Background: an optimization exercise with open tools, aiming at small area, a short achievable clock period and few clock cycles per item. Do not read the settings as production practice. RTL that was checked went through simulation tests only; none was proved equivalent to the original. Function not checked in run 1: the RTL went through the layout flow alone. Power figures rest on the tool's default switching activity, not on a simulated workload.

### design.v
module mult_part1(
    input [7:0] a,
    input [7:0] b,
    output [10:0] p0,
    output [10:0] p1,
    output [9:0] p2
    );
    assign p0 = a * b[2:0];
    assign p1 = a * b[5:3];
    assign p2 = a * b[7:6];
endmodule
module mult_part2(
    input [10:0] p0,
    input [10:0] p1,
    input [9:0] p2,
    output [15:0] x
    );
    assign x = p0 + {p1, 3'b000} + {p2, 6'b000000};
endmodule
`timescale 1ns / 1ps
module kadai4 (
    input CLK,
    input RST,
    input [7:0] A,
    input [7:0] B,
    input ACK,
    input START,
    input HALT,
    output [15:0] X,
    output X_VALID,
    output REQ_AB
);
localparam  S_IDLE = 2'd0,
            S_INPUT = 2'd1,
            S_OUTPUT = 2'd2;
reg [15:0] r0, r1, r2, r3, r4, r5, r6, r7;
reg [1:0] st;
reg [2:0] cnt;       
reg [2:0] w;         
reg req;
reg vld;
wire abort = RST | HALT;
wire acc = req & ACK;
wire [10:0] pp0, pp1;
wire [9:0] pp2;
reg [10:0] e0, e1;
reg [9:0] e2;
wire [15:0] prod;
mult_part1 ml1 (
    .a(r5[15:8]),
    .b(r5[7:0]),
    .p0(pp0),
    .p1(pp1),
    .p2(pp2)
);
mult_part2 ml2 (
    .p0(e0),
    .p1(e1),
    .p2(e2),
    .x(prod)
);
always @(posedge CLK) begin
    r0 <= acc ? {A, B} : r6;
    r1 <= r0;
    r2 <= r1;
    r3 <= r2;
    r4 <= r3;
    r5 <= r4;
    r6 <= r5;
    e0 <= pp0;
    e1 <= pp1;
    e2 <= pp2;
    r7 <= prod;
end
always @(posedge CLK) begin
    if (abort) begin
        st <= S_IDLE;
        req <= 1'b0;
        vld <= 1'b0;
    end else begin
        case (st)
            S_IDLE:
                if (START) begin
                    st <= S_INPUT;
                    req <= 1'b1;
                    cnt <= 3'd0;
                end
            S_INPUT:
                if (acc) begin
                    cnt <= cnt + 3'd1;
                    if (cnt == 3'd7) begin
                        st <= S_OUTPUT;
                        req <= 1'b0;
                        vld <= 1'b1;
                    end
                end else if (req) begin
                    req <= 1'b0;
                    w <= 3'd6;
                end else begin
                    w <= w - 3'd1;
                    if (w == 3'd1) req <= 1'b1;
                end
            default: begin
                cnt <= cnt + 3'd1;
                if (cnt == 3'd7) begin
                    st <= S_IDLE;
                    vld <= 1'b0;
                end
            end
        endcase
    end
end
assign X = r7;
assign X_VALID = vld;
assign REQ_AB = req;
endmodule    
### run.sh
#!/bin/bash
# synth_recipe.tcl (not shown) runs the flow's synth.tcl, then flattens the netlist and writes it again
# the make line also repeats each setting of config.mk as NAME=value (left out here)
make -C /OpenROAD-flow-scripts/flow DESIGN_CONFIG=/design/flow/config.mk WORK_HOME=/design/flow/orfs CLKGATE_MAP_FILE= SYNTH_SCRIPT=/design/flow/synth_recipe.tcl finish
### config.mk
export PLATFORM = sky130hd
export DESIGN_NAME = kadai4
export DESIGN_NICKNAME = kadai4
export VERILOG_FILES = /design/flow/design.v
export SDC_FILE = /design/flow/constraint.sdc
export NUM_CORES = 4
export LEC_CHECK = 0
export ABC_CLOCK_PERIOD_IN_PS = 2300
export CAP_MARGIN = 20
export CORE_MARGIN = 2
export CORE_UTILIZATION = 40
export SETUP_SLACK_MARGIN = 2.7
export SLEW_MARGIN = 20
### constraint.sdc
create_clock -name core_clock -period 5.0 [get_ports {CLK}]
set_input_delay 1.0000 -clock core_clock [delete_from_list [all_inputs] [get_ports {CLK}]]
set_output_delay 1.0000 -clock core_clock [all_outputs]
set_load 0.01 [all_outputs]
==> results of run 1 <==
worst max-delay path, stage by stage, from the launching register on:
cell	delay (ns)
dfxtp_2	0.34
ha_4	0.14
inv_2	0.03
fa_2	0.33
nand2b_4	0.16
a21oi_4	0.15
o31ai_4	0.09
a211oi_2	0.25
xor2_1	0.20
ha_1	0.27
a21o_1	0.18
a41o_1	0.21
a21oi_2	0.13
xnor2_1	0.12
flip-flops by register name (all words and copies together) (netlist names):
name  flops
req       1
r0       16
e2       10
e1       11
r2       16
r1       16
st        2
cnt       3
vld       1
w         3
r6       16
e0       11
r5       16
r7       16
r4       16
r3       16
cell type report:
type / instances / share of cell area
inverters: 47 / 0.02133
clock inverters: 14 / 0.01967
multi-input cells: 331 / 0.3633
repair buffers: 74 / 0.08504
flip-flops and latches: 170 / 0.4256
well taps: 211 / 0.03193
clock buffers: 18 / 0.05311
placed cells by master (no fill, tap or decap), drive strengths merged, types with 3 or more instances in the layout:
cell type / synthesis / layout
clkinv: 0 / 5
nor2b: 8 / 8
nor2: 29 / 29
ha: 48 / 48
a21oi: 18 / 18
o21ai: 10 / 10
nand3: 6 / 6
nand2: 53 / 53
inv: 47 / 53
mux2: 16 / 16
buf: 2 / 35
o21a: 4 / 4
xnor2: 25 / 25
dfxtp: 164 / 164
dlymetal6s2s: 0 / 7
fa: 17 / 17
a31oi: 3 / 3
and2: 27 / 27
nor3: 14 / 14
nand2b: 6 / 6
a211oi: 11 / 11
clkbuf: 2 / 19
nor4: 3 / 3
edfxtp: 6 / 6
xor2: 8 / 8
a21o: 6 / 6
clkdlybuf4s50: 0 / 29
per-stage QoR:
| step | total power [mW] | cell area, sq um |
|---|---|---|
| detailed placement | 1.896 | 6914 |
| global route | 3.422 | 8269 |
| floorplan | 1.771 | 6291 |
| CTS | 3.250 | 7839 |
| global placement | 1.885 | 6914 |
| finish | 3.278 | 8269 |
per-layer routing:
layer | GRT usage | part of all wire
met1 | 0.1617 | 0.45
met4 | 0.07673 | 0.023
met2 | 0.2418 | 0.50
met5 | 0 | 0
met3 | 0.04335 | 0.032
cells by family (layout without fill, tap and decap cells):
logic type	after synthesis	count (layout)
AO/OA/AOI/OAI	64	64
XOR/XNOR	33	33
adder cells (fa/ha/maj)	65	65
buffers and inverters	51	153
flip-flops	170	170
multiplexers	16	16
AND/OR/NAND/NOR	153	153
power by group through the flow:
| stage | Clock [mW] | Sequential [mW] | Combinational, mW |
|---|---|---|---|
| floorplan | 0 | 1.60 | 0.168 |
| global placement | 0 | 1.62 | 0.265 |
| detailed placement | 0 | 1.63 | 0.271 |
| CTS | 1.34 | 1.60 | 0.312 |
| global route | 1.40 | 1.61 | 0.411 |
| finish | 1.31 | 1.60 | 0.372 |
final timing paths:
path	endpoint	slack, ns
worst max register to register	r7[15]	2.32
worst min-delay path	r5[8]	0.32
worst max-delay path	r7[15]	2.32
worst min register to register	r5[8]	0.32
repair_timing:
action | 4_1_cts | 5_1_grt
gates resized for setup | 65 | 57
pin swaps | 36 | 54
setup endpoints to repair | 44 | 26
buffers inserted | 18 | 18
==> impl_metrics.ini, run 1 <==
[synthesis]
syn-cell-area_sq_mm = 0.006271
synthSimpleGateAreaFrac = 0.1179
synth.top_cells.by_count = 164 x dfxtp_1, 53 x nand2_1, 48 x ha_1, 47 x inv_1, 29 x nor2_1
synthCells = 552
synth_edf_count = 6
synth_flop_cell = dfxtp_1
postSynth.asyncResetShare = 0
synth-adder-area-share = 0.1500
yosysMostFrequentCell = dfxtp_1
syn_nets = 638
synth_top_cell_by_area = dfxtp_1
yosysTopAreaCellShare = 0.5235
synth-xor-area-share = 0.04609
ys_top_cells_by_area = dfxtp_1 52%, ha_1 9.6%, fa_1 5.4%
synth_top_family_by_area = adder cells
synth_compound_area_frac = 0.07362
synth_cell_types = 45
synth-seq-cells = 170
yosysWarnings = 1
ys_seq_area_frac = 0.5523
avgSynthCellArea_sq_um = 11.36
synth_mux_area_frac = 0.02873

[clocking]
cts.hold.buffers_added = 0
root_buffer = clkbuf_16
cts_inserted_buffers = 17
path_clk_slew_ns = 0.06
clkLatencyLatePin_ns = 0.43
numClockSinks = 170
cts_tree = built
cts_htree_levels = 4
clk_path_buf_depth = 2

[timing]
setup_slack_ns = 2.324
tns_ns = 0
fmax_mhz = 373.7
skew_ns = 0.009895
setup_viol = 0
slew-limit-headroom = 0.5894
post-route-period-util = 0.5352
layout_min_cycle_time_ns = 2.676
slew_viol_final = 0
rsz0062_at_grt = true
tightest_slew_ns = 0.6103
hold_viol_final = 0
holdWs_ns = 0.3246

[route]
dr.pass1.iters = 4
vias_per_cell = 4.570
via_count = 3953
drc = 0
post_drt_wl_per_cell_um = 12.98
drt_iter0_markers = 147
ant_nets = 0
drt_wl_total_mm = 11.22

[hold_path]
hold_path_depth = 0
min-delay-start = r4[8]
worstHoldPathType = flop to flop

[power_and_ir_drop]
peakVddDrop_v = 0.0002499
p_sw_uw = 791.0
clkPwrFrac = 0.400
powerDensity_mw_per_mm2 = 396.4
seqPwrFrac = 0.487
p_leak_nw = 3.714
pwr-share-comb = 0.114
p_sw_frac = 0.2413
p_int_mw = 2.487

[place]
globalplace.congestion = 0.8032
dp_hpwl_mm = 7.166
pre_cts_ws_ns = 1.762
dp.cells = 797
io_buffers = 38

[floorplanning]
dieArea_sq_mm = 0.01670
start_util = 0.4110
pin_count = 39
fp.dieH_um = 129.2
core_sq_mm = 0.01526
rows = 45
die_x_um = 129.2

[grt]
grt_pass1_vias = 4114
grt_overflow = 0
grt_max_degree = 21
antenna_found_initial = 0
grt_first_pass_wirelength_mm = 18.41
track_usage = 0.1428

[setup_path]
crit_arrival_ns = 3.03
cp-startpoint = e0[3]
r2r_start = e0[3]
startpoint_type = flop
cp-end-kind = flop
cp_data_required_time_ns = 5.36
reg2regPathDepth = 13
worstSetupPathType = flop to flop
cp_max_fo = 3

[cells_and_area]
area_growth_pct = 31.86
nNetsFinal = 727
final_core_util = 0.5419
drive_gt1_frac = 0.2768
diodes = 0
seqCellArea_sq_mm = 0.003520
final_cells = 865
multi_input_area_sq_mm = 0.003004
fillerInstances = 1300

[job]
maxCapViolCount = 0

[status]
status = finished clean
==> run 2, diff against run 1 <==
==> design.v (replaced) <==
module mult(
    input [7:0] a,
    input [7:0] b,
    output [15:0] x
    );
    assign x = a * b;
endmodule
`timescale 1ns / 1ps
module kadai4 (
    input CLK,
    input RST,
    input [7:0] A,
    input [7:0] B,
    input ACK,
    input START,
    input HALT,
    output [15:0] X,
    output X_VALID,
    output REQ_AB
);
localparam  S_IDLE = 2'd0,
            S_INPUT = 2'd1,
            S_OUTPUT = 2'd2;
reg [15:0] r0, r1, r2, r3, r4, r5, r6, r7;
reg [1:0] st;
reg [2:0] cnt;       
reg [2:0] w;         
reg req;
reg vld;
wire abort = RST | HALT;
wire acc = req & ACK;
wire last_acc = acc & (cnt == 3'd7);
wire conv = last_acc | (st == S_OUTPUT);
wire [15:0] prod;
mult ml (
    .a(r6[15:8]),
    .b(r6[7:0]),
    .x(prod)
);
always @(posedge CLK) begin
    r0 <= acc ? {A, B} : r7;
    r1 <= r0;
    r2 <= r1;
    r3 <= r2;
    r4 <= r3;
    r5 <= r4;
    r6 <= r5;
    r7 <= conv ? prod : r6;
end
always @(posedge CLK) begin
    if (abort) begin
        st <= S_IDLE;
        req <= 1'b0;
        vld <= 1'b0;
    end else begin
        vld <= conv;
        case (st)
            S_IDLE:
                if (START) begin
                    st <= S_INPUT;
                    req <= 1'b1;
                    cnt <= 3'd0;
                end
            S_INPUT:
                if (acc) begin
                    cnt <= cnt + 3'd1;
                    if (cnt == 3'd7) begin
                        st <= S_OUTPUT;
                        req <= 1'b0;
                    end
                end else if (req) begin
                    req <= 1'b0;
                    w <= 3'd7;
                end else begin
                    w <= w - 3'd1;
                    if (w == 3'd1) req <= 1'b1;
                end
            default: begin
                cnt <= cnt + 3'd1;
                if (cnt == 3'd6) st <= S_IDLE;
            end
        endcase
    end
end
assign X = r7;
assign X_VALID = vld;
assign REQ_AB = req;
endmodule    
--- a/config.mk
+++ b/config.mk
@@ -5,9 +5,7 @@
 export SDC_FILE = /design/flow/constraint.sdc
 export NUM_CORES = 4
 export LEC_CHECK = 0
-export ABC_CLOCK_PERIOD_IN_PS = 2300
 export CAP_MARGIN = 20
 export CORE_MARGIN = 2
 export CORE_UTILIZATION = 40
-export SETUP_SLACK_MARGIN = 2.7
 export SLEW_MARGIN = 20
==> run 2 against run 1 <==
  * Non-clock buffer count is 34 lower
  * Setup slack worse by 1.7 ns
  * Clock-buffer cell count is 2 higher
  * Synthesized cell count fell by 15%
  * Sequential power shrank 18%
  * Sequential cell count shrank 32
  * Critical path type unchanged
  * Critical endpoint is now r7[13]
  * Highest routed layer unchanged
==> impl_metrics.ini, run 2 <==
[place]
placed_cell_area_sq_mm = 0.006088
globalplace.congestion = 0.8587
dp_hpwl_mm = 7.105
io_buffers = 38
pre_cts_ws_ns = 0.6154
dp.cells = 681

[clocking]
clkLatencyLatePin_ns = 0.41
cts_inserted_buffers = 17
cts.hold.buffers_added = 0
root_buffer = clkbuf_16
post_cts_resized = 0
cts_tree = built
path_clk_slew_ns = 0.06
cts_htree_levels = 4
numClockSinks = 138
cts_setup_buffers = 0
clk_path_buf_depth = 2

[synthesis]
synth_cell_types = 42
yosysWarnings = 1
synthCells = 471
synth.top_cells.by_count = 132 x dfxtp_1, 53 x and2_1, 50 x inv_1, 41 x ha_1, 37 x nand2_1
synth_top_cell_by_area = dfxtp_1
ys_seq_area_frac = 0.5114
synth_mux_area_frac = 0.03265
synth_top_family_by_area = adder cells
yosysTopAreaCellShare = 0.4788
synth_edf_count = 6
syn_nets = 569
ys_top_cells_by_area = dfxtp_1 48%, fa_1 13%, ha_1 9.3%
synth-adder-area-share = 0.2235
postSynth.asyncResetShare = 0
synth_compound_area_frac = 0.05237
synth_flop_cell = dfxtp_1
synth-seq-cells = 138
synth-xor-area-share = 0.01746
synthSimpleGateAreaFrac = 0.1190
yosysMostFrequentCell = dfxtp_1
syn-cell-area_sq_mm = 0.005519
avgSynthCellArea_sq_um = 11.72

[job]
maxCapViolCount = 0

[route]
ant_nets = 0
dr.pass1.iters = 5
vias_per_cell = 4.546
drt_iter0_markers = 122
post_drt_wl_per_cell_um = 13.68
drt_wl_total_mm = 9.754
via_count = 3241
drc = 0

[cells_and_area]
fin_area_sq_mm = 0.006703
multi_input_area_sq_mm = 0.002456
drive_gt1_frac = 0.1043
fillerInstances = 1255
final_core_util = 0.5022
nNetsFinal = 622
final_cell_mix = 132 x dfxtp_1, 53 x and2_1, 50 x inv_1, 41 x ha_1, 38 x clkdlybuf4s50_1
final_cells = 713
seqCellArea_sq_mm = 0.002823
final_common_cell = dfxtp_1
area_growth_pct = 21.45
diodes = 0

[power_and_ir_drop]
p_leak_nw = 3.051
pwr-share-comb = 0.119
p_sw_frac = 0.2436
seqPwrFrac = 0.452
p_int_mw = 2.208
clkPwrFrac = 0.429
peakVddDrop_v = 0.0002439
p_sw_uw = 711.0
powerDensity_mw_per_mm2 = 435.5
power_mw = 2.919

[timing]
holdWs_ns = 0.3188
post-route-period-util = 0.8828
tightest_slew_ns = 0.9070
skew_ns = 0.005377
setup_viol = 0
hold_viol_final = 0
slew-limit-headroom = 0.3953
fmax_mhz = 226.6
slew_viol_final = 0
setup_slack_ns = 0.5860
rsz0062_at_grt = false
tns_ns = 0
layout_min_cycle_time_ns = 4.414

[setup_path]
critPathSlowestCell = dfxtp_1
cp_data_required_time_ns = 5.33
slowest_delay_ns = 0.58
crit_arrival_ns = 4.74
cp_cell_sequence = nand2_1, fa_1, fa_1, inv_1, fa_1, inv_1, fa_1, inv_1, ha_1, o211ai_1, a21oi_1, o2111ai_1, and3b_1, o31ai_1
startpoint_type = flop
cp-end-kind = flop
path_common_cell = fa_1
worstSetupPathType = flop to flop
cp_max_fo = 9

[floorplanning]
rows = 42
die_x_um = 121.5
dieArea_sq_mm = 0.01475
fp.dieH_um = 121.5
start_util = 0.4135
core_sq_mm = 0.01335
pin_count = 39

[hold_path]
worstHoldPathType = flop to flop

[grt]
grt_overflow = 0
track_usage = 0.1508
antenna_found_initial = 0
grt_pass1_vias = 3412
grt_first_pass_wirelength_mm = 16.58
grt_max_degree = 19

[status]
status = finished clean
-- run 2: cell count changes after synthesis, moves of 4 or more --
| cell | delta |
|---|---|
| and2_1 | +26 |
| dfxtp_1 | -32 |
| nor2b_1 | -5 |
| xnor2_1 | -22 |
| nand2_1 | -16 |
| nand3_1 | -4 |
| fa_1 | +19 |
| a211oi_1 | -7 |
| nor3_1 | -11 |
| nor2_1 | -10 |
| ha_1 | -7 |
-- run 2: routing by layer --
layer	up-vias	wire (um)	GRT usage
li1	1615	-	-
met1	1560	4515	0.1911
met2	52	4767	0.2367
met3	14	309	0.04370
met4	0	161	0.07184
met5	-	0	0
-- run 2: cells by family after synthesis --
logic type      after synthesis
compound gates               45
xor+xnor                     11
fa+ha+maj                    77
buf+inv                      57
flops                       138
mux                          16
simple gates                127
-- run 2: power by group through the flow --
stage,clock network [mW],logic (mW),registers (mW)
CTS,1.29,0.352,1.32
finish,1.25,0.346,1.32
floorplan,0,0.218,1.32
global placement,0,0.343,1.34
detailed placement,0,0.345,1.34
global route,1.33,0.391,1.34
-- run 2: area by class of cell --
| class | instances | area share |
|---|---|---|
| multi-input combinational | 276 | 0.3664 |
| timing repair buffer | 40 | 0.05899 |
| clock inverter | 12 | 0.02035 |
| clock buffer | 20 | 0.07131 |
| sequential | 138 | 0.4211 |
| inverter | 51 | 0.02893 |
| tap | 176 | 0.03285 |
-- run 2: worst paths after layout --
check                           endpoint  cells past startpoint   from  slack (ns)
worst max register to register    r7[13]                     14  r6[5]        0.59
worst min-delay path               r5[2]                      0  r4[2]        0.32
worst min register to register     r5[2]                      0  r4[2]        0.32
worst max-delay path              r7[13]                     14  r6[5]        0.59
-- run 2: critical path, delay by kind of cell (launching register included) --
kind / cells / cell delay (ns)
AO/OA/AOI/OAI: 4 / 0.76
buffers and inverters: 3 / 0.17
AND/OR/NAND/NOR: 2 / 0.35
adder cells (fa/ha/maj): 5 / 2.47
flip-flops: 1 / 0.58
Testbench counts of run 2, summed over its fixed seeds: cycles 3,264, items 1,536.

-- port drivers added, routing unchanged --
In the flow no input, the clock included, has a driving cell. The finished layouts below were timed again as built, in two steps. Step 1: set_driving_cell puts a clkbuf_16 on CLK and a buf_2 on each other input, an assumption about the parent block. Step 2 also shifts input and output timing later by t, the mid clock arrival at the registers, as if the neighbouring blocks saw the same clock. a / b / c = ideal / step 1 / step 2; a / b = the first two.
run | t (ns) | slack for setup (ns) | worst setup path after step 2 | cell pins on the clock port's net
run 1 | 0.462 | 2.324 / 2.324 / 2.324 | register to register | 1
run 2 | 0.449 | 0.586 / 0.586 / 0.586 | register to register | 1
After both steps every run listed still meets setup and hold.
